From an optimization exercise on the open Yosys and OpenROAD flow, aimed at a short achievable clock period and few clock cycles; shortcuts taken in it are not production practice.
The RTL was checked by simulation tests, not by an equivalence proof against the original design.
No activity file was given, so power comes from the tool's default toggle rates.

[flow/run.sh]
#!/bin/bash
# The standard layout (standard.sh: the standard synthesis and ORFS steps,
# with the design's SDC unchanged), except that timing repair aims for
# SETUP_SLACK_MARGIN ns of setup slack, more than config.mk may ask for.
# make's output goes to flow.log; each ORFS step logs under orfs/logs/.
set -euo pipefail
bash standard.sh SETUP_SLACK_MARGIN=7 finish > flow.log 2>&1
[standard.sh]
#!/bin/bash
# synth_recipe.tcl (not shown) runs the flow's synth.tcl, then flattens the netlist and writes it again
# the make line also repeats each setting of config.mk as NAME=value (left out here)
make -C /OpenROAD-flow-scripts/flow DESIGN_CONFIG=/design/flow/config.mk WORK_HOME=/design/flow/orfs CLKGATE_MAP_FILE= SYNTH_SCRIPT=/design/flow/synth_recipe.tcl "${@:-finish}"
[config.mk]
export PLATFORM = sky130hd
export DESIGN_NAME = mp2
export DESIGN_NICKNAME = mp2
export VERILOG_FILES = /design/flow/design.v
export SDC_FILE = /design/flow/constraint.sdc
export NUM_CORES = 4
export LEC_CHECK = 0
export ABC_CLOCK_PERIOD_IN_PS = 3000
export CAP_MARGIN = 20
export CELL_PAD_IN_SITES_DETAIL_PLACEMENT = 1
export CELL_PAD_IN_SITES_GLOBAL_PLACEMENT = 2
export CORE_MARGIN = 2
export CORE_UTILIZATION = 30
export PLACE_DENSITY = 0.45
export SLEW_MARGIN = 20
export TNS_END_PERCENT = 10
[constraint.sdc]
create_clock -name core_clock -period 11.0 [get_ports {clk}]
set_input_delay 2.2000 -clock core_clock [delete_from_list [all_inputs] [get_ports {clk}]]
set_output_delay 2.2000 -clock core_clock [all_outputs]
set_load 0.01 [all_outputs]
[design.v]
package pcmux;
typedef enum bit [1:0] {
    pc_plus4  = 2'b00
    ,alu_out  = 2'b01
    ,alu_mod2 = 2'b10
} pcmux_sel_t;
endpackage
package marmux;
typedef enum bit {
    pc_out = 1'b0
    ,alu_out = 1'b1
} marmux_sel_t;
endpackage
package cmpmux;
typedef enum bit {
    rs2_out = 1'b0
    ,i_imm = 1'b1
} cmpmux_sel_t;
endpackage
package alumux;
typedef enum bit {
    rs1_out = 1'b0
    ,pc_out = 1'b1
} alumux1_sel_t;
typedef enum bit [2:0] {
    i_imm    = 3'b000
    ,u_imm   = 3'b001
    ,b_imm   = 3'b010
    ,s_imm   = 3'b011
    ,j_imm   = 3'b100
    ,rs2_out = 3'b101
} alumux2_sel_t;
endpackage
package regfilemux;
typedef enum bit [3:0] {
    alu_out   = 4'b0000
    ,br_en    = 4'b0001
    ,u_imm    = 4'b0010
    ,lw       = 4'b0011
    ,pc_plus4 = 4'b0100
    ,lb        = 4'b0101
    ,lbu       = 4'b0110   
    ,lh        = 4'b0111
    ,lhu       = 4'b1000   
} regfilemux_sel_t;
endpackage
package rv32i_types;
typedef logic [31:0] rv32i_word;
typedef logic [4:0] rv32i_reg;
typedef logic [3:0] rv32i_mem_wmask;
typedef enum bit [6:0] {
    op_lui   = 7'b0110111,  
    op_auipc = 7'b0010111,  
    op_jal   = 7'b1101111,  
    op_jalr  = 7'b1100111,  
    op_br    = 7'b1100011,  
    op_load  = 7'b0000011,  
    op_store = 7'b0100011,  
    op_imm   = 7'b0010011,  
    op_reg   = 7'b0110011,  
    op_csr   = 7'b1110011   
} rv32i_opcode;
typedef enum bit [2:0] {
    beq  = 3'b000,
    bne  = 3'b001,
    blt  = 3'b100,
    bge  = 3'b101,
    bltu = 3'b110,
    bgeu = 3'b111
} branch_funct3_t;
typedef enum bit [2:0] {
    lb  = 3'b000,
    lh  = 3'b001,
    lw  = 3'b010,
    lbu = 3'b100,
    lhu = 3'b101
} load_funct3_t;
typedef enum bit [2:0] {
    sb = 3'b000,
    sh = 3'b001,
    sw = 3'b010
} store_funct3_t;
typedef enum bit [2:0] {
    add  = 3'b000,  
    sll  = 3'b001,
    slt  = 3'b010,
    sltu = 3'b011,
    axor = 3'b100,
    sr   = 3'b101,  
    aor  = 3'b110,
    aand = 3'b111
} arith_funct3_t;
typedef enum bit [2:0] {
    alu_add = 3'b000,
    alu_sll = 3'b001,
    alu_sra = 3'b010,
    alu_sub = 3'b011,
    alu_xor = 3'b100,
    alu_srl = 3'b101,
    alu_or  = 3'b110,
    alu_and = 3'b111
} alu_ops;
endpackage : rv32i_types
module mp2
(
    input clk,
    input rst,
    input mem_resp,
    input logic [31:0] mem_rdata,
    output logic mem_read,
    output logic mem_write,
    output logic [3:0] mem_byte_enable,
    output logic [31:0] mem_address,
    output logic [31:0] mem_wdata
);
localparam int IW = 6;                  
localparam int NL = 1 << IW;
localparam int TW = 30 - IW;            
localparam int DW = 5;                  
localparam int DN = 1 << DW;
localparam int DT = 30 - DW;
localparam int PD = 48;                 
localparam logic [2:0] S_W = 3'd0;      
localparam logic [2:0] S_X = 3'd1;      
localparam logic [2:0] S_M = 3'd2;      
localparam logic [2:0] S_D = 3'd3;      
localparam logic [2:0] S_J = 3'd4;      
localparam logic [2:0] S_S = 3'd5;      
logic [2:0]  state;
logic [31:0] pc;         
logic [31:0] la;         
logic [31:0] la4;        
logic        hl;         
logic [31:0] nw;         
logic [31:0] bt;         
logic [31:0] bt4;        
logic        dmh;        
logic [31:0] pf;         
logic        pf_ok;      
logic        pf_new;     
logic        pk;         
logic [31:0] ir;
logic [31:0] opa, opb;
logic [31:0] opbi;       
logic        a_sub;      
logic        a_sra;      
logic [7:0]  a_sel;      
logic [2:0]  w_sel;      
logic [31:0] rf [1:31];
logic [2:0]  ld_f3;
logic [4:0]  ld_rd;
logic [1:0]  ld_off;
logic [31:0] da;         
logic [31:0] sa;         
logic [3:0]  sbe;        
logic [31:0] swd;        
wire busy        = mem_read | mem_write;
wire free_next   = ~busy | mem_resp;
wire fetch_resp  = mem_resp & ~pk;
wire data_resp   = mem_resp & pk;
wire inflight_la = busy & ~pk & (mem_address[31:2] == la[31:2]);
logic [31:0]   cd [NL];
logic [TW-1:0] ct [NL];
logic [NL-1:0] cv;
wire [IW-1:0] fa_idx = mem_address[IW+1:2];
always_ff @(posedge clk) begin
    if (rst)
        cv <= '0;
    else if (fetch_resp)
        cv[fa_idx] <= 1'b1;
end
always_ff @(posedge clk) begin
    if (fetch_resp) begin
        cd[fa_idx] <= mem_rdata;
        ct[fa_idx] <= mem_address[31:IW+2];
    end
end
wire [IW-1:0] la4_i   = la4[IW+1:2];
wire          la4_f   = fetch_resp && fa_idx == la4_i;
wire          la4_hit = la4_f ? mem_address[31:IW+2] == la4[31:IW+2]
                            : cv[la4_i] && ct[la4_i] == la4[31:IW+2];
wire [31:0]   la4_w   = la4_f ? mem_rdata : cd[la4_i];
wire [IW-1:0] bt_i   = bt[IW+1:2];
wire          bt_f   = fetch_resp && fa_idx == bt_i;
wire          bt_hit = bt_f ? mem_address[31:IW+2] == bt[31:IW+2]
                            : cv[bt_i] && ct[bt_i] == bt[31:IW+2];
wire [31:0]   bt_w   = bt_f ? mem_rdata : cd[bt_i];
wire          la_f   = fetch_resp && fa_idx == la[IW+1:2];
logic [31:0]   dd [DN];
logic [DT-1:0] dt [DN];
logic [DN-1:0] dv;
wire [DW-1:0] dm_idx = mem_address[DW+1:2];
wire [DW-1:0] da_idx = da[DW+1:2];
wire [31:0]   ddat   = dd[da_idx];
wire          dhit   = dv[da_idx] && (dt[da_idx] == da[31:DW+2]) && ~mem_write;
always_ff @(posedge clk)
    dmh <= dv[dm_idx] && (dt[dm_idx] == mem_address[31:DW+2]);
always_ff @(posedge clk) begin
    if (rst)
        dv <= '0;
    else if (data_resp && mem_read)
        dv[dm_idx] <= 1'b1;
end
always_ff @(posedge clk) begin
    if (data_resp && mem_read) begin
        dd[dm_idx] <= mem_rdata;
        dt[dm_idx] <= mem_address[31:DW+2];
    end else if (data_resp && mem_write && dmh) begin
        for (int i = 0; i < 4; i++)
            if (mem_byte_enable[i]) dd[dm_idx][8*i +: 8] <= mem_wdata[8*i +: 8];
    end
end
wire [6:0] opc = ir[6:0];
wire [2:0] f3  = ir[14:12];
wire [4:0] rd  = ir[11:7];
wire op_lui   = (opc == 7'b0110111);
wire op_auipc = (opc == 7'b0010111);
wire op_jal   = (opc == 7'b1101111);
wire op_jalr  = (opc == 7'b1100111);
wire op_br    = (opc == 7'b1100011);
wire op_load  = (opc == 7'b0000011);
wire op_store = (opc == 7'b0100011);
wire op_imm   = (opc == 7'b0010011);
wire op_reg   = (opc == 7'b0110011);
wire [31:0] i_imm = {{21{ir[31]}}, ir[30:20]};
wire [31:0] s_imm = {{21{ir[31]}}, ir[30:25], ir[11:7]};
wire [31:0] u_imm = {ir[31:12], 12'h000};
wire [31:0] agen  = opa + (op_store ? s_imm : i_imm);
wire [31:0] jr    = {agen[31:1], 1'b0};
wire [31:0] jr4s  = opa + (i_imm + 32'd4);
wire [31:0] jr4   = {jr4s[31:1], 1'b0};
wire [31:0] alu_b = opbi;
wire [31:0] alu_sum = opa + (a_sub ? ~alu_b : alu_b) + {31'b0, a_sub};
wire [31:0] alu_r = ({32{a_sel[0]}} & alu_sum)
                  | ({32{a_sel[1]}} & (opa << alu_b[4:0]))
                  | ({32{a_sel[2]}} & {31'b0, $signed(opa) < $signed(alu_b)})
                  | ({32{a_sel[3]}} & {31'b0, opa < alu_b})
                  | ({32{a_sel[4]}} & (opa ^ alu_b))
                  | ({32{a_sel[5]}} & (a_sra ? 32'($signed(opa) >>> alu_b[4:0]) : opa >> alu_b[4:0]))
                  | ({32{a_sel[6]}} & (opa | alu_b))
                  | ({32{a_sel[7]}} & (opa & alu_b))
                  | ({32{w_sel[0]}} & u_imm)
                  | ({32{w_sel[1]}} & (pc + u_imm))
                  | ({32{w_sel[2]}} & la);
logic taken;
always_comb begin
    unique case (f3)
        3'b000:  taken = (opa == opb);
        3'b001:  taken = (opa != opb);
        3'b100:  taken = ($signed(opa) < $signed(opb));
        3'b101:  taken = ($signed(opa) >= $signed(opb));
        3'b110:  taken = (opa < opb);
        3'b111:  taken = (opa >= opb);
        default: taken = 1'b0;
    endcase
end
logic [31:0] ld_data;
always_comb begin
    logic [31:0] w;
    logic [7:0]  b;
    logic [15:0] h;
    w = (state == S_D) ? ddat : mem_rdata;
    b = w[8*ld_off +: 8];
    h = ld_off[1] ? w[31:16] : w[15:0];
    unique case (ld_f3)
        3'b000:  ld_data = {{24{b[7]}}, b};
        3'b001:  ld_data = {{16{h[15]}}, h};
        3'b100:  ld_data = {24'b0, b};
        3'b101:  ld_data = {16'b0, h};
        default: ld_data = w;
    endcase
end
logic        rf_we;
logic [4:0]  rf_wa;
logic [31:0] rf_wd;
always_comb begin
    rf_we = 1'b0;
    rf_wa = rd;
    rf_wd = alu_r;
    if (state == S_M || state == S_D) begin
        rf_we = (state == S_D) ? 1'b1 : data_resp & mem_read;
        rf_wa = ld_rd;
        rf_wd = ld_data;
    end else if (state == S_X) begin
        rf_we = op_reg | op_imm | op_lui | op_auipc | op_jal | op_jalr;
    end
end
always_ff @(posedge clk) begin
    if (rf_we && rf_wa != 5'd0) rf[rf_wa] <= rf_wd;
end
wire x_redir = op_br & taken;
wire x_seq   = ~op_load & ~op_jal & ~op_jalr & ~x_redir & (~op_store | free_next);
wire wants_la = (state == S_W) | (state == S_X & x_seq) | (state == S_M & data_resp)
              | (state == S_D & dhit) | (state == S_S & free_next);
wire take_c   = wants_la & hl;
wire take_p   = wants_la & ~hl & inflight_la & mem_resp;
wire consume  = take_c | take_p;
wire demand   = wants_la & ~hl & ~inflight_la;
wire st_go_x  = (state == S_X) & op_store & free_next;
wire st_go_s  = (state == S_S) & free_next;
wire st_go    = st_go_x | st_go_s;
wire ld_go    = (state == S_D) & ~dhit & free_next;
wire data_go  = st_go | ld_go;
wire        rd_jal = fetch_resp & (mem_rdata[6:0] == 7'b1101111);
wire [11:0] rd_jlo = mem_address[11:0] + {mem_rdata[20], mem_rdata[30:21], 1'b0};
wire [11:0] rd_jlo4 = mem_address[11:0] + {mem_rdata[20], mem_rdata[30:21], 1'b0} + 12'd4;
wire        pf_go  = free_next & ~data_go & ~demand & ~rd_jal & ~pf_new & pf_ok;
wire [29:0] pf_dist = pf[31:2] - la[31:2];
wire        pf_win  = pf_dist < 30'(PD);
logic [31:0] rfv [32];
always_comb begin
    rfv[0] = 32'h0;
    for (int i = 1; i < 32; i++) rfv[i] = rf[i];
end
wire [31:0] w_in  = hl ? nw : mem_rdata;
wire [4:0] rs1 = w_in[19:15];
wire [4:0] rs2 = w_in[24:20];
wire wr_any = rf_we && rf_wa != 5'd0;
wire [31:0] rd_a = (wr_any && rf_wa == rs1) ? rf_wd : rfv[rs1];
wire [31:0] rd_b = (wr_any && rf_wa == rs2) ? rf_wd : rfv[rs2];
wire [12:0] w_bimm = {w_in[31], w_in[7], w_in[30:25], w_in[11:8], 1'b0};
wire [13:0] bt_lo  = {1'b0, la[12:0]}  + {1'b0, w_bimm};
wire [13:0] bt4_lo = {1'b0, la4[12:0]} + {1'b0, w_bimm};
wire [18:0] la_hi  = la[31:13];
wire [18:0] la4_hi = la4[31:13];
wire [18:0] bt_hi  = (w_in[31] == bt_lo[13])  ? la_hi  : w_in[31] ? la_hi - 19'd1  : la_hi + 19'd1;
wire [18:0] bt4_hi = (w_in[31] == bt4_lo[13]) ? la4_hi : w_in[31] ? la4_hi - 19'd1 : la4_hi + 19'd1;
wire [31:0] j_imm = {{12{ir[31]}}, ir[19:12], ir[20], ir[30:21], 1'b0};
wire [31:0] jt    = pc + j_imm;
wire [31:0] jt4   = la + j_imm;
always_ff @(posedge clk) begin
    ir  <= w_in;
    opa <= rd_a;
    opb <= rd_b;
    opbi  <= w_in[5] ? rd_b : {{21{w_in[31]}}, w_in[30:20]};
    a_sub <= w_in[5] & w_in[30];
    a_sra <= w_in[30];
    a_sel <= (w_in[4] & ~w_in[6] & ~w_in[2]) ? 8'b1 << w_in[14:12] : 8'b0;
    w_sel <= {w_in[6] & w_in[2], ~w_in[6] & w_in[4] & w_in[2] & ~w_in[5], ~w_in[6] & w_in[4] & w_in[2] & w_in[5]};
    bt4 <= {bt4_hi, bt4_lo[12:0]};
    if (state == S_X && op_jalr)
        bt <= jr;            
    else if (state == S_X && op_jal)
        bt <= jt;
    else
        bt <= {bt_hi, bt_lo[12:0]};
end
always_ff @(posedge clk) begin
    if (rst) begin
        state <= S_W;
        pc    <= 32'h40000000;
        la    <= 32'h40000000;
        la4   <= 32'h40000004;
        hl    <= 1'b0;
    end else begin
        if (consume) begin
            state <= S_X;
            pc    <= la;
            la    <= la4;
            la4   <= la4 + 32'd4;
            hl    <= la4_hit;
            nw    <= la4_w;
        end else begin
            if (la_f) begin
                hl <= inflight_la;
                nw <= mem_rdata;
            end
            unique case (state)
                S_W: ;
                S_X: begin
                    if (op_load) begin
                        state <= S_D;
                    end else if (op_store) begin
                        state <= free_next ? S_W : S_S;
                    end else if (op_jalr) begin
                        state <= S_J;
                        la    <= jr;
                        la4   <= jr4;
                    end else if (op_jal) begin
                        state <= S_J;
                        la    <= jt;
                        la4   <= jt4;
                    end else begin
                        state <= S_W;
                        if (x_redir) begin
                            la  <= bt;
                            la4 <= bt4;
                            hl  <= bt_hit;
                            nw  <= bt_w;
                        end
                    end
                end
                S_M: if (data_resp) state <= S_W;
                S_D: if (dhit) state <= S_W; else if (free_next) state <= S_M;
                S_S: if (free_next) state <= S_W;
                S_J: begin
                    state <= S_W;
                    hl    <= bt_hit;
                    nw    <= bt_w;
                end
                default: state <= S_W;
            endcase
        end
    end
end
always_ff @(posedge clk) begin
    if (rst) begin
        mem_read    <= 1'b1;
        mem_write   <= 1'b0;
        mem_address <= 32'h40000000;
        pk          <= 1'b0;
        pf          <= 32'h40000004;
        pf_new      <= 1'b1;
    end else begin
        pf_new <= 1'b0;
        if (mem_resp) begin
            mem_read  <= 1'b0;
            mem_write <= 1'b0;
        end
        if (data_go) begin
            mem_read    <= ld_go;
            mem_write   <= st_go;
            mem_address <= ld_go ? da : st_go_s ? sa : agen;
            pk          <= 1'b1;
        end else if (free_next && demand) begin
            mem_read    <= 1'b1;
            mem_address <= la;
            pk          <= 1'b0;
            pf          <= la4;
            pf_new      <= 1'b1;
        end else if (rd_jal) begin
            mem_read    <= 1'b1;
            mem_address <= {mem_address[31:12], rd_jlo};
            pk          <= 1'b0;
            pf          <= {mem_address[31:12], rd_jlo4};
            pf_new      <= 1'b1;
        end else if (pf_go) begin
            mem_read    <= 1'b1;
            mem_address <= pf;
            pk          <= 1'b0;
            pf          <= pf + 32'd4;
            pf_new      <= 1'b1;
        end
    end
end
always_ff @(posedge clk) begin
    pf_ok <= pf_win;
end
logic [3:0]  x_be;
logic [31:0] x_wd;
always_comb begin
    unique case (f3[1:0])
        2'b00:   x_be = 4'b0001 << agen[1:0];
        2'b01:   x_be = agen[1] ? 4'b1100 : 4'b0011;
        default: x_be = 4'b1111;
    endcase
    unique case (f3[1:0])
        2'b00:   x_wd = {4{opb[7:0]}};
        2'b01:   x_wd = {2{opb[15:0]}};
        default: x_wd = opb;
    endcase
end
always_ff @(posedge clk) begin
    if (state == S_X) begin
        ld_f3  <= f3;
        ld_rd  <= rd;
        ld_off <= agen[1:0];
        da     <= agen;
        sa     <= agen;
        sbe    <= x_be;
        swd    <= x_wd;
    end
    if (rst)
        mem_byte_enable <= 4'b0000;
    else if (st_go)
        mem_byte_enable <= st_go_s ? sbe : x_be;
    if (st_go)
        mem_wdata <= st_go_s ? swd : x_wd;
end
endmodule
==> results of run 1 <==
-- power breakdown --
group,switching (W),internal [W]
logic,0.0241,0.0167
registers,0.00126,0.0309
clock network,0.0122,0.0165
total,0.0375,0.0641
-- flip-flops by register name, summed over array words and instances, names as in the netlist, 8 cells and up, named ones only --
signal       count
mem_address     32
la4             32
swd             32
rf             992
la              32
opa             32
dd            1024
pc              32
sa              31
pf              32
dv              32
cv              64
dt             800
opbi            32
nw              32
bt              32
mem_wdata       32
bt4             32
a_sel            8
opb             32
ct            1536
ir              32
cd            2048
-- placed cells by master (no fill, tap or decap), types with 79 or more instances in the layout --
cell and n:
clkbuf_1 164, nand3_1 276, dfxtp_1 389, a22oi_1 528, a31oi_1 79, edfxtp_1 6540, a211oi_1 81, a21oi_1 500
nor2_4 207, xor2_1 212, a221oi_1 298, nor3_1 129, mux4_2 3063, buf_6 223, o211ai_1 113, nand4_1 159
xnor2_1 232, a22o_1 277, nand2_1 731, clkinvlp_4 79, buf_4 992, inv_1 293, mux2i_1 355, o21ai_0 326
buf_16 158, a21oi_2 86, clkinv_2 144, clkinv_1 186, nor2_1 666, buf_12 320, bufinv_16 89, clkbuf_16 909
ha_1 367
-- area by class of cell --
class	count	area [um2]	area share (%)
well taps	14700	18400	4.53
repair buffers	1953	25600	6.29
clock buffers	1041	22300	5.48
diodes	27	67.6	0.0166
inverters	346	1520	0.373
multi-input cells	10500	128000	31.3
clock inverters	511	5360	1.32
flip-flops and latches	7030	206000	50.7
repair inverters	15	113	0.0276
-- cell families after synthesis --
group | share of synthesized area, %
AO/OA/AOI/OAI | 6.97
XOR/XNOR | 1.27
adder cells (fa/ha/maj) | 1.55
buffers and inverters | 2.10
flip-flops | 62.0
multiplexers | 22.2
AND/OR/NAND/NOR | 3.87
-- timing repair --
| action | 4_1_cts | 5_1_grt |
|---|---|---|
| gates cloned | 156 | 57 |
| resized for setup | 1561 | 610 |
| setup endpoints to repair | 7766 | 4908 |
| buffers inserted | 571 | 158 |
| pin swaps | 361 | 208 |
-- stage by stage --
step	cell area, um2	total power [W]	util (%)	std cells
2_1_floorplan	333000	0.0514	-	19300
3_3_place_gp	357000	0.0662	32.3	33700
3_5_place_dp	358000	0.0662	32.4	33700
4_1_cts	402000	0.101	36.4	36000
5_1_grt	407000	0.105	36.9	36200
6_report	407000	0.102	36.9	36200
-- worst max-delay path: cells and delay by family (launching register included) --
family	cells	cell delay, ns
XOR/XNOR	1	0.18
AND/OR/NAND/NOR	6	1.89
AO/OA/AOI/OAI	4	0.81
buffers and inverters	8	1.29
flip-flops	1	0.39
-- path summary, 6_finish.rpt --
path                   from  endpoint  slack [ns]  cells past startpoint
hold reg to reg      pc[16]    pc[16]        0.46                      2
setup reg to reg  flip-flop   la4[16]        6.23                     19
hold / removal       pc[16]    pc[16]        0.46                      2
setup / recovery  flip-flop   la4[16]        6.23                     19
-- per-layer routing --
layer	GRT usage, %	vias up	routed length (um)
met2	48.6	9521	811000
met3	4.58	2379	109000
met4	9.05	32	67200
li1	-	84400	-
met5	0	-	230
met1	41.3	122000	735000
==> results.sh, run 1 <==
export IMPL_final_nets=21200
export IMPL_htreeDepth=6
export IMPL_gp_congestion=0.862
export IMPL_cp_max_fo=28
export IMPL_start_kind="flip-flop"
export IMPL_synth_warnings=2
export IMPL_portBuffers=104
export IMPL_grt_pass1_wl_mm=2240
export IMPL_antenna_found_initial=149
export IMPL_slew_headroom_pct=13.5
export IMPL_synthTopCellsByArea="edfxtp_1 (59%), mux4_2 (21%), dfxtp_1 (2.9%)"
export IMPL_synthArstFlopShare_pct=0
export IMPL_synth_seq_cells=7030
export IMPL_clk_pin_slew_worst_paths_ns=0.07
export IMPL_cp_arrival_ns=5.89
export IMPL_routed_wl_mm=1720
export IMPL_firstDrtPassIters=8
export IMPL_critPathSlowestCell="or3_4"
export IMPL_synth_area_um2=333000
export IMPL_yosysTopAreaCell="edfxtp_1"
export IMPL_cts_buffers=841
export IMPL_finalHoldViolCount=0
export IMPL_ys_types=103
export IMPL_status="complete, no violations"
export IMPL_dpl_worst_slack_ns=3.56
export IMPL_post_route_min_period_ns=4.77
export IMPL_syn_avg_cell_area_um2=17.2
export IMPL_drc_errors=0
export IMPL_wl_per_cell_um=47.6
export IMPL_clock_latency_ns=1.23
export IMPL_synth_edf_count=6540
export IMPL_synthToLayoutAreaGrowth_pct=22.5
export IMPL_core_area_um2=1110000
export IMPL_yosysMostFrequentCell="edfxtp_1"
export IMPL_finClkSkew_ns=0.109
export IMPL_cpPeakStageDelay_ns=0.49
export IMPL_critPathKind="reg2reg"
export IMPL_ant_nets=0
export IMPL_rsz0062_at_grt="yes"
export IMPL_crit_required_ns=12.12
export IMPL_grt_ovfl_total=0
export IMPL_yosysSeqAreaShare_pct=62.0
export IMPL_via_count=219000
export IMPL_cts_tree="yes"
export IMPL_min_period_over_period_pct=43.4
export IMPL_clock_fmax_mhz=209
export IMPL_die_w_mm=1.06
export IMPL_fin_ws_ns=6.23
export IMPL_tightest_slew_ns=1.30
export IMPL_whs_ns=0.465
export IMPL_vias_per_cell=6.04
export IMPL_synth_nets=19700
export IMPL_maxCapViolations=0
export IMPL_setup_violations=0
export IMPL_synthCells=19300
export IMPL_grt_pass1_vias=222000
export IMPL_ir_drop_v=0.000164
export IMPL_layout_drive_gt1_share_pct=35.1
export IMPL_ys_top_cells_by_count="edfxtp_1 (6540), mux4_2 (3053), clkbuf_1 (938), nor2_1 (891), nand2_1 (829)"
export IMPL_clkSinkCount=7030
export IMPL_min_path_type="reg2reg"
export IMPL_cts_root_buf="clkbuf_16"
export IMPL_synthFlopType="edfxtp_1"
export IMPL_yosysTopAreaCellShare_pct=59.1
export IMPL_num_io_pins=105
export IMPL_worstPathCellList="buf_4 -> buf_16 -> nor2_4 -> buf_8 -> a22oi_1 -> and3_1 -> a311o_2 -> xnor2_1 -> nand4_1 -> or3_4 -> or3_4 -> clkinv_8 -> o21ai_4 -> buf_12 -> buf_16 -> buf_4 -> buf_6 -> or4_4 -> o311ai_2"
export IMPL_ctsHoldBuffers=0
export IMPL_cts_max_path_buffers=5
export IMPL_die_h_mm=1.06
export IMPL_drt_iter0_markers=27400
export IMPL_die_area_um2=1120000
export IMPL_rows=386
export IMPL_initial_core_util_pct=30.1
export IMPL_setup_tns_ns=0
export IMPL_fill_cells=109000
export IMPL_hpwl_mm=1030
export IMPL_power_density_nw_per_um2=250
export IMPL_grt_usage_pct=29.8
export IMPL_leakagePower_nw=132
export IMPL_cp_end_kind="flip-flop"
export IMPL_grt_start_max_net_pins=103
export IMPL_maxSlewViolCount=0
Testbench counts, summed over its fixed seeds: cycles 16,013.
==> inputs of run 2 (changes only) <==
--- a/design.v
+++ b/design.v
@@ -135,5 +135,8 @@
 logic [31:0] bt;         
 logic [31:0] bt4;        
-logic        dmh;        
+logic [31:0] ddat;       
+logic [DT-1:0] dtag;     
+logic        dval;       
+logic        dbad;       
 logic [31:0] pf;         
 logic        pf_ok;      
@@ -191,22 +194,20 @@
 logic [DN-1:0] dv;
 wire [DW-1:0] dm_idx = mem_address[DW+1:2];
-wire [DW-1:0] da_idx = da[DW+1:2];
-wire [31:0]   ddat   = dd[da_idx];
-wire          dhit   = dv[da_idx] && (dt[da_idx] == da[31:DW+2]) && ~mem_write;
+wire          dhit   = dval && (dtag == da[31:DW+2]) && ~mem_write && ~dbad;
 always_ff @(posedge clk)
-    dmh <= dv[dm_idx] && (dt[dm_idx] == mem_address[31:DW+2]);
+    if (state == S_X)
+        dbad <= data_resp & mem_write;
+    else if (data_resp & mem_write)
+        dbad <= 1'b1;
 always_ff @(posedge clk) begin
     if (rst)
         dv <= '0;
-    else if (data_resp && mem_read)
-        dv[dm_idx] <= 1'b1;
+    else if (data_resp)
+        dv[dm_idx] <= mem_read | (mem_byte_enable == 4'b1111);
 end
 always_ff @(posedge clk) begin
-    if (data_resp && mem_read) begin
-        dd[dm_idx] <= mem_rdata;
+    if (data_resp) begin
+        dd[dm_idx] <= mem_read ? mem_rdata : mem_wdata;
         dt[dm_idx] <= mem_address[31:DW+2];
-    end else if (data_resp && mem_write && dmh) begin
-        for (int i = 0; i < 4; i++)
-            if (mem_byte_enable[i]) dd[dm_idx][8*i +: 8] <= mem_wdata[8*i +: 8];
     end
 end
@@ -226,8 +227,13 @@
 wire [31:0] s_imm = {{21{ir[31]}}, ir[30:25], ir[11:7]};
 wire [31:0] u_imm = {ir[31:12], 12'h000};
+wire [DW+1:0] x_lo = opa[DW+1:0] + i_imm[DW+1:0];
+always_ff @(posedge clk)
+    if (state == S_X) begin
+        ddat <= dd[x_lo[DW+1:2]];
+        dtag <= dt[x_lo[DW+1:2]];
+        dval <= dv[x_lo[DW+1:2]];
+    end
 wire [31:0] agen  = opa + (op_store ? s_imm : i_imm);
 wire [31:0] jr    = {agen[31:1], 1'b0};
-wire [31:0] jr4s  = opa + (i_imm + 32'd4);
-wire [31:0] jr4   = {jr4s[31:1], 1'b0};
 wire [31:0] alu_b = opbi;
 wire [31:0] alu_sum = opa + (a_sub ? ~alu_b : alu_b) + {31'b0, a_sub};
@@ -328,5 +334,4 @@
 wire [31:0] j_imm = {{12{ir[31]}}, ir[19:12], ir[20], ir[30:21], 1'b0};
 wire [31:0] jt    = pc + j_imm;
-wire [31:0] jt4   = la + j_imm;
 always_ff @(posedge clk) begin
     ir  <= w_in;
@@ -373,12 +378,6 @@
                     end else if (op_store) begin
                         state <= free_next ? S_W : S_S;
-                    end else if (op_jalr) begin
-                        state <= S_J;
-                        la    <= jr;
-                        la4   <= jr4;
-                    end else if (op_jal) begin
-                        state <= S_J;
-                        la    <= jt;
-                        la4   <= jt4;
+                    end else if (op_jalr | op_jal) begin
+                        state <= S_J;      
                     end else begin
                         state <= S_W;
@@ -396,4 +395,6 @@
                 S_J: begin
                     state <= S_W;
+                    la    <= bt;
+                    la4   <= bt + 32'd4;
                     hl    <= bt_hit;
                     nw    <= bt_w;
==> results.sh, run 2 <==
export IMPL_status="complete, no violations"
export IMPL_layout_drive_gt1_share_pct=35.3
export IMPL_seqCellArea_um2=208000
export IMPL_leakagePower_nw=131
export IMPL_hpwl_mm=1030
export IMPL_whs_endpoint="la4[1]"
export IMPL_ys_types=94
export IMPL_multi_input_area_um2=117000
export IMPL_initial_core_util_pct=30.1
export IMPL_vias_per_cell=6.16
export IMPL_ir_drop_v=0.000427
export IMPL_start_kind="flip-flop"
export IMPL_p_int_w=0.0723
export IMPL_setup_tns_ns=0
export IMPL_grt_start_max_net_pins=98
export IMPL_grt_ovfl_total=0
export IMPL_synthFlopType="edfxtp_1"
export IMPL_firstDrtPassIters=8
export IMPL_power_switching_w=0.0492
export IMPL_synth_area_um2=324000
export IMPL_maxCapViolations=0
export IMPL_clock_latency_ns=1.24
export IMPL_drc_errors=0
export IMPL_power_clock_fraction_pct=23.1
export IMPL_num_io_pins=105
export IMPL_via_count=217000
export IMPL_yosysTopAreaCellShare_pct=61.1
export IMPL_routed_wl_mm=1750
export IMPL_grt_pass1_wl_mm=2250
export IMPL_reg2reg_depth=22
export IMPL_tightest_slew_ns=1.25
export IMPL_die_h_mm=1.04
export IMPL_die_w_mm=1.04
export IMPL_cp_max_fo=5
export IMPL_ant_nets=0
export IMPL_grt_pass1_vias=214000
export IMPL_synthTopCellsByArea="edfxtp_1 (61%), mux4_2 (19%), dfxtp_1 (3.0%)"
export IMPL_wl_per_cell_um=49.8
export IMPL_drt_iter0_markers=32200
export IMPL_yosysMostFrequentCell="edfxtp_1"
export IMPL_finalHoldViolCount=0
export IMPL_antenna_found_initial=204
export IMPL_largest_reg_flops=2048
export IMPL_synthCells=18400
export IMPL_setup_violations=0
export IMPL_yosysTopAreaCell="edfxtp_1"
export IMPL_ctsHoldBuffers=0
export IMPL_r2r_setup_slack_ns=6.56
export IMPL_cts_buffers=843
export IMPL_syn_avg_cell_area_um2=17.6
export IMPL_rr_startpoint="ir[1]"
export IMPL_power_density_nw_per_um2=305
export IMPL_portBuffers=104
export IMPL_cts_max_path_buffers=5
export IMPL_fill_cells=105000
export IMPL_synthToLayoutAreaGrowth_pct=22.9
export IMPL_dpl_worst_slack_ns=3.44
export IMPL_final_common_cell="edfxtp_1"
export IMPL_crit_required_ns=12.08
export IMPL_synthArstFlopShare_pct=0
export IMPL_die_area_um2=1090000
export IMPL_min_from="bt4[1]"
export IMPL_critPathKind="reg2reg"
export IMPL_maxSlewViolCount=0
export IMPL_utilization_pct=37.0
export IMPL_holdPathStages=2
export IMPL_rows=381
export IMPL_final_nets=20500
export IMPL_reg_largest_list="cd x2048, ct x1536, dd x1024"
export IMPL_min_period_over_period_pct=40.4
export IMPL_yosysSeqAreaShare_pct=64.1
export IMPL_min_path_type="reg2reg"
export IMPL_swShare_pct=40.5
export IMPL_clkSinkCount=7078
export IMPL_synth_edf_count=6599
export IMPL_regToRegEndpoint="mem_address[24]"
export IMPL_rsz0062_at_grt="yes"
export IMPL_p_comb_share_pct=49.4
export IMPL_gp_congestion=0.853
export IMPL_post_route_min_period_ns=4.44
export IMPL_finClkSkew_ns=0.145
export IMPL_fin_ws_ns=6.56
export IMPL_crit_start="ir[1]"
export IMPL_clock_fmax_mhz=225
export IMPL_design_area_um2=398000
export IMPL_cts_root_buf="clkbuf_16"
export IMPL_whs_ns=0.439
export IMPL_ys_top_cells_by_count="edfxtp_1 (6599), mux4_2 (2752), nor2_1 (791), clkbuf_1 (779), nand2_1 (723)"
export IMPL_slew_headroom_pct=16.7
export IMPL_seqPwrFrac_pct=27.5
export IMPL_synth_warnings=2
export IMPL_grt_usage_pct=31.1
export IMPL_cp_end_kind="flip-flop"
export IMPL_final_cell_mix="edfxtp_1 (6599), mux4_2 (2752), buf_4 (1188)"
export IMPL_place_area_um2=348000
export IMPL_top_register="cd"
export IMPL_cts_tree="yes"
export IMPL_clk_pin_slew_worst_paths_ns=0.06
export IMPL_synth_nets=18800
export IMPL_synth_seq_cells=7078
export IMPL_cp_arrival_ns=5.53
export IMPL_htreeDepth=6
export IMPL_core_area_um2=1080000
run 2: worst max-delay path by stage:
stage / end
2_1_floorplan: bt4[31]
3_3_place_gp: rf[8][15]
3_5_place_dp: rf[8][20]
4_1_cts: mem_wdata[3]
5_1_grt: mem_address[28]
6_report: mem_address[24]
run 2: kinds of logic (layout without fill, tap and decap cells):
logic type	count (synthesis)	after routing	synth area share (%)
DFF	7078	7078	64.1
xor gates and xnor gates	439	439	1.19
AOI/OAI and AO/OA	3072	3077	6.76
muxes	3290	3290	20.9
and+or+nand+nor	2592	2596	3.69
buffers and inverters	1572	3940	2.06
adders and majority gates	348	348	1.36
other	0	69	0
run 2: routing by layer:
| metal | track usage, % | vias to the layer above | share of wire, % |
|---|---|---|---|
| met3 | 5.16 | 2597 | 7.7 |
| met5 | 0 | - | 0.021 |
| met4 | 9.99 | 52 | 4.1 |
| met2 | 48.1 | 11200 | 45 |
| li1 | - | 81100 | - |
| met1 | 44.9 | 122000 | 44 |
run 2: through the flow:
step           total power (W)  std cells
2_1_floorplan           0.0614      18400
3_3_place_gp            0.0837      32500
3_5_place_dp            0.0835      32500
4_1_cts                  0.120      34900
5_1_grt                  0.125      35100
6_report                 0.122      35200
run 2: cell type report:
cell class                 instances  share of cell area [%]
tap                            14400                    4.51
multi-input combinational       9750                    29.3
clock inverter                   497                    1.16
inverter                         288                   0.313
antenna                           69                  0.0433
sequential                      7078                    52.2
clock buffer                    1044                    5.56
timing repair buffer            2106                    6.85
timing repair inverter             5                  0.0100
run 2: repair_timing:
action                     in CTS  in global routing
gates cloned                  161                 31
resized for setup            1713                772
pin swaps                     272                229
setup endpoints to repair    7832               3149
buffers inserted              639                223
run 2: critical path, stage by stage (launching register included):
cell and delay [ns]:
dfxtp_2 0.46, nand3b_1 0.20, nor4_4 0.17, buf_4 0.19, nand2_8 0.08, mux2_4 0.33, ha_4 0.16, inv_2 0.05
fa_2 0.23, nor2b_4 0.06, o31ai_4 0.27, a211oi_4 0.11, buf_12 0.17, nor4b_4 0.31, o31ai_2 0.10, buf_4 0.16
a31oi_4 0.31, buf_6 0.15, o21bai_4 0.07, xor2_4 0.19, mux2i_4 0.22, nand2_1 0.09, a32o_1 0.22
run 2: power groups by stage:
stage	registers [W]	logic, W	clock network [W]
5_1_grt	0.0334	0.0617	0.0294
6_report	0.0334	0.0601	0.0280
4_1_cts	0.0335	0.0579	0.0285
2_1_floorplan	0.0334	0.0281	0
3_5_place_dp	0.0345	0.0490	0
3_3_place_gp	0.0345	0.0492	0
Testbench counts of run 2, summed over its fixed seeds: cycles 16,076.
==> inputs of run 3 (changes only) <==
--- a/design.v
+++ b/design.v
@@ -204,9 +204,9 @@
         dv <= '0;
     else if (data_resp)
-        dv[dm_idx] <= mem_read | (mem_byte_enable == 4'b1111);
+        dv[dm_idx] <= mem_read;
 end
 always_ff @(posedge clk) begin
-    if (data_resp) begin
-        dd[dm_idx] <= mem_read ? mem_rdata : mem_wdata;
+    if (data_resp && mem_read) begin
+        dd[dm_idx] <= mem_rdata;
         dt[dm_idx] <= mem_address[31:DW+2];
     end
==> results.sh, run 3 <==
export IMPL_status="complete, no violations"
export IMPL_grt_pass1_vias=212000
export IMPL_synthSimpleGateAreaFrac_pct=3.70
export IMPL_hpwl_mm=974
export IMPL_clkSinkCount=7078
export IMPL_synthArstFlopShare_pct=0
export IMPL_syn_avg_cell_area_um2=17.6
export IMPL_fill_cells=105000
export IMPL_crit_required_ns=12.06
export IMPL_synth_fa_ha_area_share_pct=1.37
export IMPL_grt_usage_pct=30.1
export IMPL_firstDrtPassIters=10
export IMPL_core_area_um2=1080000
export IMPL_final_common_cell="edfxtp_1"
export IMPL_die_area_um2=1090000
export IMPL_portBuffers=104
export IMPL_min_period_over_period_pct=42.5
export IMPL_place_inst=32500
export IMPL_clk_pin_slew_worst_paths_ns=0.07
export IMPL_clock_latency_ns=1.22
export IMPL_synth_area_um2=323000
export IMPL_synth_warnings=2
export IMPL_place_area_um2=348000
export IMPL_synth_nets=18700
export IMPL_synth_top_family_by_area="multiplexers"
export IMPL_gp_congestion=0.838
export IMPL_yosysSeqAreaShare_pct=64.2
export IMPL_ctsHoldBuffers=0
export IMPL_cts_root_buf="clkbuf_16"
export IMPL_setup_violations=0
export IMPL_cts_max_path_buffers=5
export IMPL_largest_reg_flops=2048
export IMPL_ir_drop_v=0.000235
export IMPL_synthFlopType="edfxtp_1"
export IMPL_leakagePower_nw=129
export IMPL_synthToLayoutAreaGrowth_pct=22.6
export IMPL_critPathKind="reg2reg"
export IMPL_die_w_mm=1.04
export IMPL_reg_largest_list="cd x2048, ct x1536, dd x1024"
export IMPL_synthMuxAreaShare_pct=21.0
export IMPL_top_register="cd"
export IMPL_min_path_type="reg2reg"
export IMPL_start_kind="flip-flop"
export IMPL_maxCapViolations=0
export IMPL_initial_core_util_pct=30.1
export IMPL_design_area_um2=396000
export IMPL_synthXorXnorAreaFrac_pct=1.17
export IMPL_tightest_slew_ns=1.34
export IMPL_wl_per_cell_um=48.0
export IMPL_synth_compound_area_share_pct=6.52
export IMPL_ant_nets=0
export IMPL_grt_ovfl_total=0
export IMPL_via_count=212000
export IMPL_antenna_found_initial=158
export IMPL_die_h_mm=1.04
export IMPL_fin_cells=35100
export IMPL_cp_max_fo=46
export IMPL_slew_headroom_pct=10.5
export IMPL_cts_buffers=845
export IMPL_power_density_nw_per_um2=284
export IMPL_synth_seq_cells=7078
export IMPL_cp_end_kind="flip-flop"
export IMPL_cp_arrival_ns=5.73
export IMPL_ys_types=96
export IMPL_final_nets=20300
export IMPL_final_cell_mix="edfxtp_1 (6599), mux4_2 (2773), buf_4 (1047)"
export IMPL_grt_start_max_net_pins=157
export IMPL_rows=381
export IMPL_htreeDepth=6
export IMPL_num_io_pins=105
export IMPL_yosysTopAreaCell="edfxtp_1"
export IMPL_ys_top_cells_by_count="edfxtp_1 (6599), mux4_2 (2773), clkbuf_1 (857), nand2_1 (810), nor2_1 (793)"
export IMPL_cts_tree="yes"
export IMPL_rsz0062_at_grt="yes"
export IMPL_vias_per_cell=6.04
export IMPL_yosysTopAreaCellShare_pct=61.3
export IMPL_synthTopCellsByArea="edfxtp_1 (61%), mux4_2 (19%), dfxtp_1 (3.0%)"
export IMPL_routed_wl_mm=1680
export IMPL_grt_pass1_wl_mm=2190
export IMPL_layout_drive_gt1_share_pct=34.9
export IMPL_power_w=0.112
export IMPL_drt_iter0_markers=28400
export IMPL_post_route_min_period_ns=4.67
export IMPL_finalHoldViolCount=0
export IMPL_drc_errors=0
export IMPL_maxSlewViolCount=0
export IMPL_yosysMostFrequentCell="edfxtp_1"
export IMPL_finClkSkew_ns=0.0947
export IMPL_synth_edf_count=6599
export IMPL_setup_tns_ns=0
export IMPL_clock_fmax_mhz=214
export IMPL_synthCells=18400
run 3: metal layers:
layer  vias to the layer above  GRT usage [%]  part of all wire, %
met1                    120000           42.6                   43
met3                      2195           5.39                  7.3
li1                      80500              -                    -
met4                        24           8.78                  3.5
met5                         -              0               0.0099
met2                      9567           47.6                   46
run 3: worst paths after layout:
kind | startpoint | endpoint | slack [ns] | cells past startpoint
worst max-delay path | bt[3] | hl | 6.33 | 14
worst min-delay path | la4[0] | bt4[0] | 0.37 | 0
worst max register to register | bt[3] | hl | 6.33 | 14
worst min register to register | la4[0] | bt4[0] | 0.37 | 0
run 3: where the power goes:
group          switching, W  total [W]  internal, W
Combinational        0.0304     0.0514       0.0210
Clock                0.0121     0.0278       0.0157
Sequential          0.00134     0.0333       0.0319
Total                0.0438      0.112       0.0686
run 3: worst max-delay path: stages, from the launching register on:
cell and delay, ns:
dfxtp_4 0.35, buf_12 0.21, buf_16 0.20, buf_12 0.17
buf_16 0.35, mux4_2 0.29, nand2_1 0.05, a32oi_1 0.75
a21oi_1 0.27, a221oi_1 0.31, nand4_1 0.16, nor4_2 0.36
nand4_1 0.41, o211a_1 0.37, a211oi_2 0.14
run 3: cells by family after synthesis:
kind of cell,Yosys count
AOI/OAI and AO/OA,2981
and+or+nand+nor,2628
buffers and inverters,1583
DFF,7078
adders and majority gates,348
xor gates and xnor gates,433
muxes,3306
run 3: timing repair:
action                                  4_1_cts  5_1_grt
pin swaps                                   324      189
cloned                                      172       23
endpoints found under the hold margin         0        0
endpoints found under the setup margin     6778     2845
setup buffers                               572      147
resized for setup                          1802      516
run 3: through the flow:
step,utilization [%],hold WS (ns),setup WS (ns)
after global routing,36.9,0.383,6.27
after detailed placement,32.4,0.387,3.40
final,36.9,0.375,6.33
after floorplan,-,0.364,5.35
after CTS,36.5,0.353,6.32
after global placement,32.3,0.385,3.21
run 3: final cells by class:
cell class	count	area [um2]	share of cell area [%]
clock buffers	1081	22600	5.70
flip-flops and latches	7078	208000	52.5
diodes	90	225	0.0568
multi-input cells	9701	116000	29.3
repair inverters	8	57.6	0.0145
repair buffers	1979	26100	6.59
inverters	293	1220	0.309
clock inverters	474	4070	1.03
well taps	14400	18000	4.53
Testbench counts of run 3, summed over its fixed seeds: cycles 16,077.
==> inputs of run 4 (changes only) <==
==> flow/run.sh (replaced) <==
#!/bin/bash
# The standard layout (standard.sh: the standard synthesis and ORFS steps,
# with the design's SDC unchanged), with two settings changed: timing repair
# aims for SETUP_SLACK_MARGIN ns of setup slack, more than config.mk may ask
# for, and the port buffers are buf_4 cells (which the resizer may size)
# rather than the delay cell buffer_ports picks by default.
# make's output goes to flow.log; each ORFS step logs under orfs/logs/.
set -euo pipefail
bash standard.sh SETUP_SLACK_MARGIN=7 "BUFFER_PORTS_ARGS=-buffer_cell sky130_fd_sc_hd__buf_4" finish > flow.log 2>&1
==> results.sh, run 4 <==
export IMPL_status="complete, no violations"
export IMPL_antenna_found_initial=177
export IMPL_fin_ws_ns=6.23
export IMPL_clock_fmax_mhz=210
export IMPL_htreeDepth=6
export IMPL_hpwl_mm=970
export IMPL_leakagePower_nw=129
export IMPL_reg_largest_list="cd x2048, ct x1536, dd x1024"
export IMPL_die_w_mm=1.04
export IMPL_seqPwrFrac_pct=29.9
export IMPL_finClkSkew_ns=0.147
export IMPL_final_cell_mix="edfxtp_1 (6599), mux4_2 (2773), buf_4 (1084)"
export IMPL_critPathSlowestCell="fa_2"
export IMPL_cts_max_path_buffers=5
export IMPL_die_h_mm=1.04
export IMPL_power_switching_w=0.0436
export IMPL_grt_start_max_net_pins=98
export IMPL_synthCells=18400
export IMPL_vias_per_cell=6.08
export IMPL_largest_reg_flops=2048
export IMPL_tightest_slew_ns=1.27
export IMPL_synthTopCellsByArea="edfxtp_1 (61%), mux4_2 (19%), dfxtp_1 (3.0%)"
export IMPL_ys_types=96
export IMPL_dpl_worst_slack_ns=3.47
export IMPL_yosysSeqAreaShare_pct=64.2
export IMPL_gp_congestion=0.841
export IMPL_yosysTopAreaCellShare_pct=61.3
export IMPL_min_path_type="reg2reg"
export IMPL_cp_num_buf_inv=7
export IMPL_critPathTopFamily="compound AO/OA/AOI/OAI gates"
export IMPL_power_clock_fraction_pct=24.9
export IMPL_core_area_um2=1080000
export IMPL_swShare_pct=38.9
export IMPL_grt_ovfl_total=0
export IMPL_portBuffers=104
export IMPL_start_kind="primary input"
export IMPL_cts_root_buf="clkbuf_16"
export IMPL_drt_iter0_markers=29400
export IMPL_grt_pass1_vias=213000
export IMPL_synth_nets=18700
export IMPL_rr_startpoint="mem_address[6]"
export IMPL_wl_per_cell_um=48.3
export IMPL_synthFlopType="edfxtp_1"
export IMPL_yosysTopAreaCell="edfxtp_1"
export IMPL_reg2reg_depth=6
export IMPL_min_from="la4[0]"
export IMPL_holdPathStages=0
export IMPL_cp_arrival_ns=5.84
export IMPL_die_area_um2=1090000
export IMPL_rsz0062_at_grt="yes"
export IMPL_ctsHoldBuffers=0
export IMPL_via_count=212000
export IMPL_power_density_nw_per_um2=283
export IMPL_ys_top_cells_by_count="edfxtp_1 (6599), mux4_2 (2773), clkbuf_1 (857), nand2_1 (810), nor2_1 (793)"
export IMPL_firstDrtPassIters=9
export IMPL_top_register="cd"
export IMPL_cts_buffers=846
export IMPL_p_int_w=0.0683
export IMPL_critPathKind="in2reg"
export IMPL_ir_drop_v=0.000193
export IMPL_maxSlewViolCount=0
export IMPL_clk_pin_slew_worst_paths_ns=0.06
export IMPL_cp_max_fo=4
export IMPL_maxCapViolations=0
export IMPL_synth_seq_cells=7078
export IMPL_synthToLayoutAreaGrowth_pct=22.4
export IMPL_drc_errors=0
export IMPL_crit_start="mem_rdata[8]"
export IMPL_cts_tree="yes"
export IMPL_r2r_setup_slack_ns=6.31
export IMPL_setup_violations=0
export IMPL_rows=381
export IMPL_ant_nets=0
export IMPL_synthArstFlopShare_pct=0
export IMPL_cp_end_kind="flip-flop"
export IMPL_syn_avg_cell_area_um2=17.6
export IMPL_final_nets=20200
export IMPL_initial_core_util_pct=30.1
export IMPL_grt_pass1_wl_mm=2190
export IMPL_crit_top_cell="buf_6"
export IMPL_final_common_cell="edfxtp_1"
export IMPL_whs_endpoint="bt4[0]"
export IMPL_layout_drive_gt1_share_pct=34.8
export IMPL_post_route_min_period_ns=4.77
export IMPL_crit_required_ns=12.07
export IMPL_yosysMostFrequentCell="edfxtp_1"
export IMPL_fill_cells=105000
export IMPL_synth_warnings=2
export IMPL_utilization_pct=36.8
export IMPL_worstPathCellList="buf_16 -> clkinvlp_4 -> o21ai_4 -> buf_6 -> buf_6 -> ha_4 -> inv_2 -> fa_2 -> nor2b_2 -> o21ai_2 -> a21boi_2 -> o21ai_2 -> a21boi_2 -> o21ai_1 -> nand2b_1 -> nand4_1 -> a41oi_4 -> xnor2_4 -> buf_6 -> buf_12 -> mux2_4"
export IMPL_whs_ns=0.416
export IMPL_regToRegEndpoint="cd[22][30]"
export IMPL_synth_area_um2=323000
export IMPL_setup_tns_ns=0
export IMPL_num_io_pins=105
export IMPL_p_comb_share_pct=45.2
export IMPL_finalHoldViolCount=0
export IMPL_clkSinkCount=7078
export IMPL_cpPeakStageDelay_ns=0.35
export IMPL_grt_usage_pct=30.1
export IMPL_clock_latency_ns=1.22
export IMPL_slew_headroom_pct=14.5
export IMPL_min_period_over_period_pct=43.4
export IMPL_routed_wl_mm=1690
export IMPL_synth_edf_count=6599
run 4: worst max-delay path by stage:
stage / to / slack, ns / cells past startpoint
after global routing: bt[30] / 6.21 / 18
after detailed placement: bt4[20] / 3.47 / 19
after floorplan: bt[30] / 5.35 / 15
after CTS: cd[26][7] / 6.32 / 6
final: bt4[20] / 6.23 / 21
after global placement: bt4[20] / 3.41 / 19
run 4: metal layers:
layer	global-route usage [%]	wire length, um	vias up
li1	-	-	80400
met1	43.0	735000	120000
met2	47.0	765000	10100
met3	5.21	127000	2374
met4	9.16	62600	22
met5	0	148	-
run 4: final cells by class:
| cell class | count | area (um2) | share of cell area, % |
|---|---|---|---|
| multi-input combinational | 9702 | 116000 | 29.4 |
| antenna | 37 | 92.6 | 0.0234 |
| timing repair inverter | 6 | 42.5 | 0.0107 |
| inverter | 293 | 1200 | 0.304 |
| timing repair buffer | 1933 | 25500 | 6.45 |
| clock buffer | 1056 | 22300 | 5.64 |
| sequential | 7078 | 208000 | 52.6 |
| clock inverter | 483 | 4370 | 1.10 |
| tap | 14400 | 18000 | 4.54 |
run 4: logic make-up after synthesis:
family                     Yosys count  synth area share (%)
muxes                             3306                  21.0
AOI/OAI and AO/OA                 2981                  6.52
DFF                               7078                  64.2
and+or+nand+nor                   2628                  3.70
adders and majority gates          348                  1.37
buffers and inverters             1583                  1.98
xor gates and xnor gates           433                  1.17
run 4: power groups by stage:
stage | registers [W] | clock network, W | logic, W
floorplan | 0.0334 | 0 | 0.0236
global placement | 0.0342 | 0 | 0.0415
detailed placement | 0.0342 | 0 | 0.0414
CTS | 0.0334 | 0.0284 | 0.0488
global route | 0.0334 | 0.0293 | 0.0522
finish | 0.0334 | 0.0279 | 0.0506
run 4: timing repair:
item,CTS,global route
pin swaps,366,120
resized for setup,1748,350
buffers inserted,561,130
setup endpoints to repair,4584,3267
gates cloned,154,35
run 4: metrics by stage:
| step | cell area [um2] | std cells | total power [W] |
|---|---|---|---|
| floorplan | 324000 | 18400 | 0.0570 |
| global placement | 348000 | 32500 | 0.0757 |
| detailed placement | 348000 | 32500 | 0.0756 |
| CTS | 392000 | 34700 | 0.111 |
| global route | 396000 | 34900 | 0.115 |
| finish | 396000 | 35000 | 0.112 |
==> inputs of run 5 (changes only) <==
--- a/design.v
+++ b/design.v
@@ -204,9 +204,9 @@
         dv <= '0;
     else if (data_resp)
-        dv[dm_idx] <= mem_read;
+        dv[dm_idx] <= mem_read | (mem_byte_enable == 4'b1111);
 end
 always_ff @(posedge clk) begin
-    if (data_resp && mem_read) begin
-        dd[dm_idx] <= mem_rdata;
+    if (data_resp) begin
+        dd[dm_idx] <= mem_read ? mem_rdata : mem_wdata;
         dt[dm_idx] <= mem_address[31:DW+2];
     end
==> results.sh, run 5 <==
export IMPL_firstDrtPassIters=9
export IMPL_finalHoldViolCount=0
export IMPL_wl_per_cell_um=50.1
export IMPL_cpPeakStageDelay_ns=1.04
export IMPL_fill_cells=105000
export IMPL_gp_congestion=0.866
export IMPL_die_w_mm=1.04
export IMPL_post_route_min_period_ns=4.65
export IMPL_tightest_slew_ns=1.27
export IMPL_num_io_pins=105
export IMPL_cp_end_kind="output port"
export IMPL_largest_reg_flops=2048
export IMPL_cp_num_buf_inv=1
export IMPL_initial_core_util_pct=30.1
export IMPL_setup_tns_ns=0
export IMPL_synthCells=18400
export IMPL_clock_latency_ns=1.21
export IMPL_multi_input_area_um2=116000
export IMPL_whs_ns=0.409
export IMPL_synth_nets=18800
export IMPL_die_h_mm=1.04
export IMPL_grt_pass1_wl_mm=2260
export IMPL_critPathSlowestCell="edfxtp_1"
export IMPL_dpl_worst_slack_ns=3.90
export IMPL_antenna_found_initial=202
export IMPL_synthTopCellsByArea="edfxtp_1 (61%), mux4_2 (19%), dfxtp_1 (3.0%)"
export IMPL_crit_required_ns=8.80
export IMPL_critPathKind="reg2out"
export IMPL_holdPathStages=0
export IMPL_grt_pass1_vias=214000
export IMPL_synth_warnings=2
export IMPL_grt_start_max_net_pins=119
export IMPL_path_depth=1
export IMPL_yosysMostFrequentCell="edfxtp_1"
export IMPL_leakagePower_nw=128
export IMPL_die_area_um2=1090000
export IMPL_top_register="cd"
export IMPL_rows=381
export IMPL_regToRegEndpoint="mem_address[24]"
export IMPL_setup_violations=0
export IMPL_drc_errors=0
export IMPL_final_cell_mix="edfxtp_1 (6599), mux4_2 (2752), buf_4 (1111)"
export IMPL_vias_per_cell=6.15
export IMPL_ys_types=94
export IMPL_min_path_type="reg2reg"
export IMPL_cts_buffers=835
export IMPL_cp_max_fo=2
export IMPL_maxCapViolations=0
export IMPL_yosysTopAreaCellShare_pct=61.1
export IMPL_portBuffers=104
export IMPL_r2r_setup_slack_ns=6.47
export IMPL_whs_endpoint="bt4[0]"
export IMPL_reg2reg_depth=21
export IMPL_via_count=215000
export IMPL_synthFlopType="edfxtp_1"
export IMPL_synthArstFlopShare_pct=0
export IMPL_layout_drive_gt1_share_pct=34.0
export IMPL_final_nets=20200
export IMPL_rsz0062_at_grt="yes"
export IMPL_ir_drop_v=0.000305
export IMPL_cts_tree="yes"
export IMPL_worstPathCellList="buf_4"
export IMPL_rr_startpoint="ir[3]"
export IMPL_clkSinkCount=7078
export IMPL_grt_usage_pct=31.4
export IMPL_yosysTopAreaCell="edfxtp_1"
export IMPL_critPathTopFamily="flip-flops"
export IMPL_cp_arrival_ns=2.45
export IMPL_drt_iter0_markers=31900
export IMPL_yosysSeqAreaShare_pct=64.1
export IMPL_slew_headroom_pct=15.1
export IMPL_hpwl_mm=1020
export IMPL_fin_ws_ns=6.35
export IMPL_clock_fmax_mhz=215
export IMPL_finClkSkew_ns=0.104
export IMPL_syn_avg_cell_area_um2=17.6
export IMPL_seqCellArea_um2=208000
export IMPL_cts_root_buf="clkbuf_16"
export IMPL_synth_seq_cells=7078
export IMPL_final_common_cell="edfxtp_1"
export IMPL_grt_ovfl_total=0
export IMPL_reg_largest_list="cd x2048, ct x1536, dd x1024"
export IMPL_start_kind="flip-flop"
export IMPL_power_density_nw_per_um2=305
export IMPL_synth_edf_count=6599
export IMPL_cts_max_path_buffers=5
export IMPL_htreeDepth=6
export IMPL_min_from="la4[0]"
export IMPL_synth_area_um2=324000
export IMPL_ant_nets=0
export IMPL_routed_wl_mm=1750
export IMPL_ys_top_cells_by_count="edfxtp_1 (6599), mux4_2 (2752), nor2_1 (791), clkbuf_1 (779), nand2_1 (723)"
export IMPL_min_period_over_period_pct=42.3
export IMPL_core_area_um2=1080000
export IMPL_status="complete, no violations"
export IMPL_clk_pin_slew_worst_paths_ns=0.06
export IMPL_maxSlewViolCount=0
export IMPL_synthToLayoutAreaGrowth_pct=21.5
[run 5: changes by cell type in the layout (fill, tap and decap cells not counted), moves of 49 or more]
cell       change
nand2_1       -89
buf_12        -49
nor3_1        +50
a22oi_1       +84
o21ai_0       +55
a21oi_1       -62
clkbuf_16     -50
[run 5: area by class of cell]
cell class	count	share of cell area (%)
diodes	59	0.0375
clock buffers	1082	5.67
clock inverters	439	0.941
inverters	288	0.310
multi-input cells	9749	29.5
flip-flops and latches	7078	52.8
well taps	14400	4.56
repair buffers	1888	6.19
repair inverters	3	0.00572
[run 5: where the power goes]
group	internal (W)	switching, W
Clock	0.0153	0.0120
Combinational	0.0240	0.0349
Sequential	0.0321	0.00159
[run 5: worst max-delay path by stage]
| stage | startpoint | endpoint |
|---|---|---|
| final | mem_wdata[22] | mem_wdata[22] |
| after floorplan | mem_rdata[31] | bt4[31] |
| after global routing | ir[3] | mem_address[28] |
| after CTS | mem_resp | ct[53][21] |
| after detailed placement | mem_rdata[24] | opbi[27] |
| after global placement | mem_rdata[24] | opbi[23] |
[run 5: repair_timing]
| item | 4_1_cts | 5_1_grt |
|---|---|---|
| cloned | 164 | 0 |
| endpoints found under the setup margin | 5830 | 5116 |
| buffers inserted | 645 | 52 |
| pin swaps | 321 | 28 |
| resized for setup | 1817 | 86 |
| hold buffers | 0 | 0 |
[run 5: metal layers]
| metal | vias up | track usage, % | routed length [um] |
|---|---|---|---|
| li1 | 80600 | - | - |
| met3 | 2542 | 4.93 | 127000 |
| met5 | - | 0 | 324 |
| met2 | 10900 | 49.2 | 795000 |
| met1 | 121000 | 44.6 | 757000 |
| met4 | 47 | 10.3 | 71200 |
[run 5: kinds of logic (layout without fill, tap and decap cells)]
family,Yosys count,after routing,share of synthesized area (%)
other,0,59,0
AOI/OAI and AO/OA,3072,3076,6.76
buffers and inverters,1572,3700,2.06
and+or+nand+nor,2592,2596,3.69
xor gates and xnor gates,439,439,1.19
adders and majority gates,348,348,1.36
muxes,3290,3290,20.9
DFF,7078,7078,64.1
[run 5: metrics by stage]
step	total power, W	cell area (um2)	std cells	util [%]
final	0.120	394000	34900	36.6
after global routing	0.123	394000	34900	36.6
after CTS	0.120	393000	34800	36.5
after detailed placement	0.0833	348000	32500	32.3
after global placement	0.0834	347000	32500	32.3
after floorplan	0.0614	325000	18400	-
Testbench counts of run 5, summed over its fixed seeds: cycles 16,076.

==> re-timing with driven ports <==
The flow's constraints put no driver on any port. The routed layouts listed below were extracted and timed again, unchanged, in two steps.
Step 1 assumes that a clkbuf_16 drives the clock port and a buf_2 every other input.
Step 2 times the ports against the registers' clock, not the clock port: input delays grow and output delays shrink by t, the midpoint of the rising clock arrivals with the driver on.
a / b / c = no drivers / after step 1 / after step 2; a / b = the first two.
| run | t (ns) | slack for setup (ns) | worst setup path after step 2 |
|---|---|---|---|
| run 1 | 1.344 | 6.226 / 6.085 / 4.925 | input to register |
| run 2 | 1.335 | 6.556 / 6.433 / 5.231 | input to register |
| run 3 | 1.318 | 6.330 / 6.330 / 5.108 | input to register |
| run 4 | 1.309 | 6.229 / 6.176 / 4.867 | input to register |
| run 5 | 1.315 | 6.349 / 6.194 / 5.221 | input to register |
After both steps every run listed still meets setup and hold. The setup slack of run 4, which loses most, moves by -0.053 ns with the drivers and by -1.362 ns with both steps.
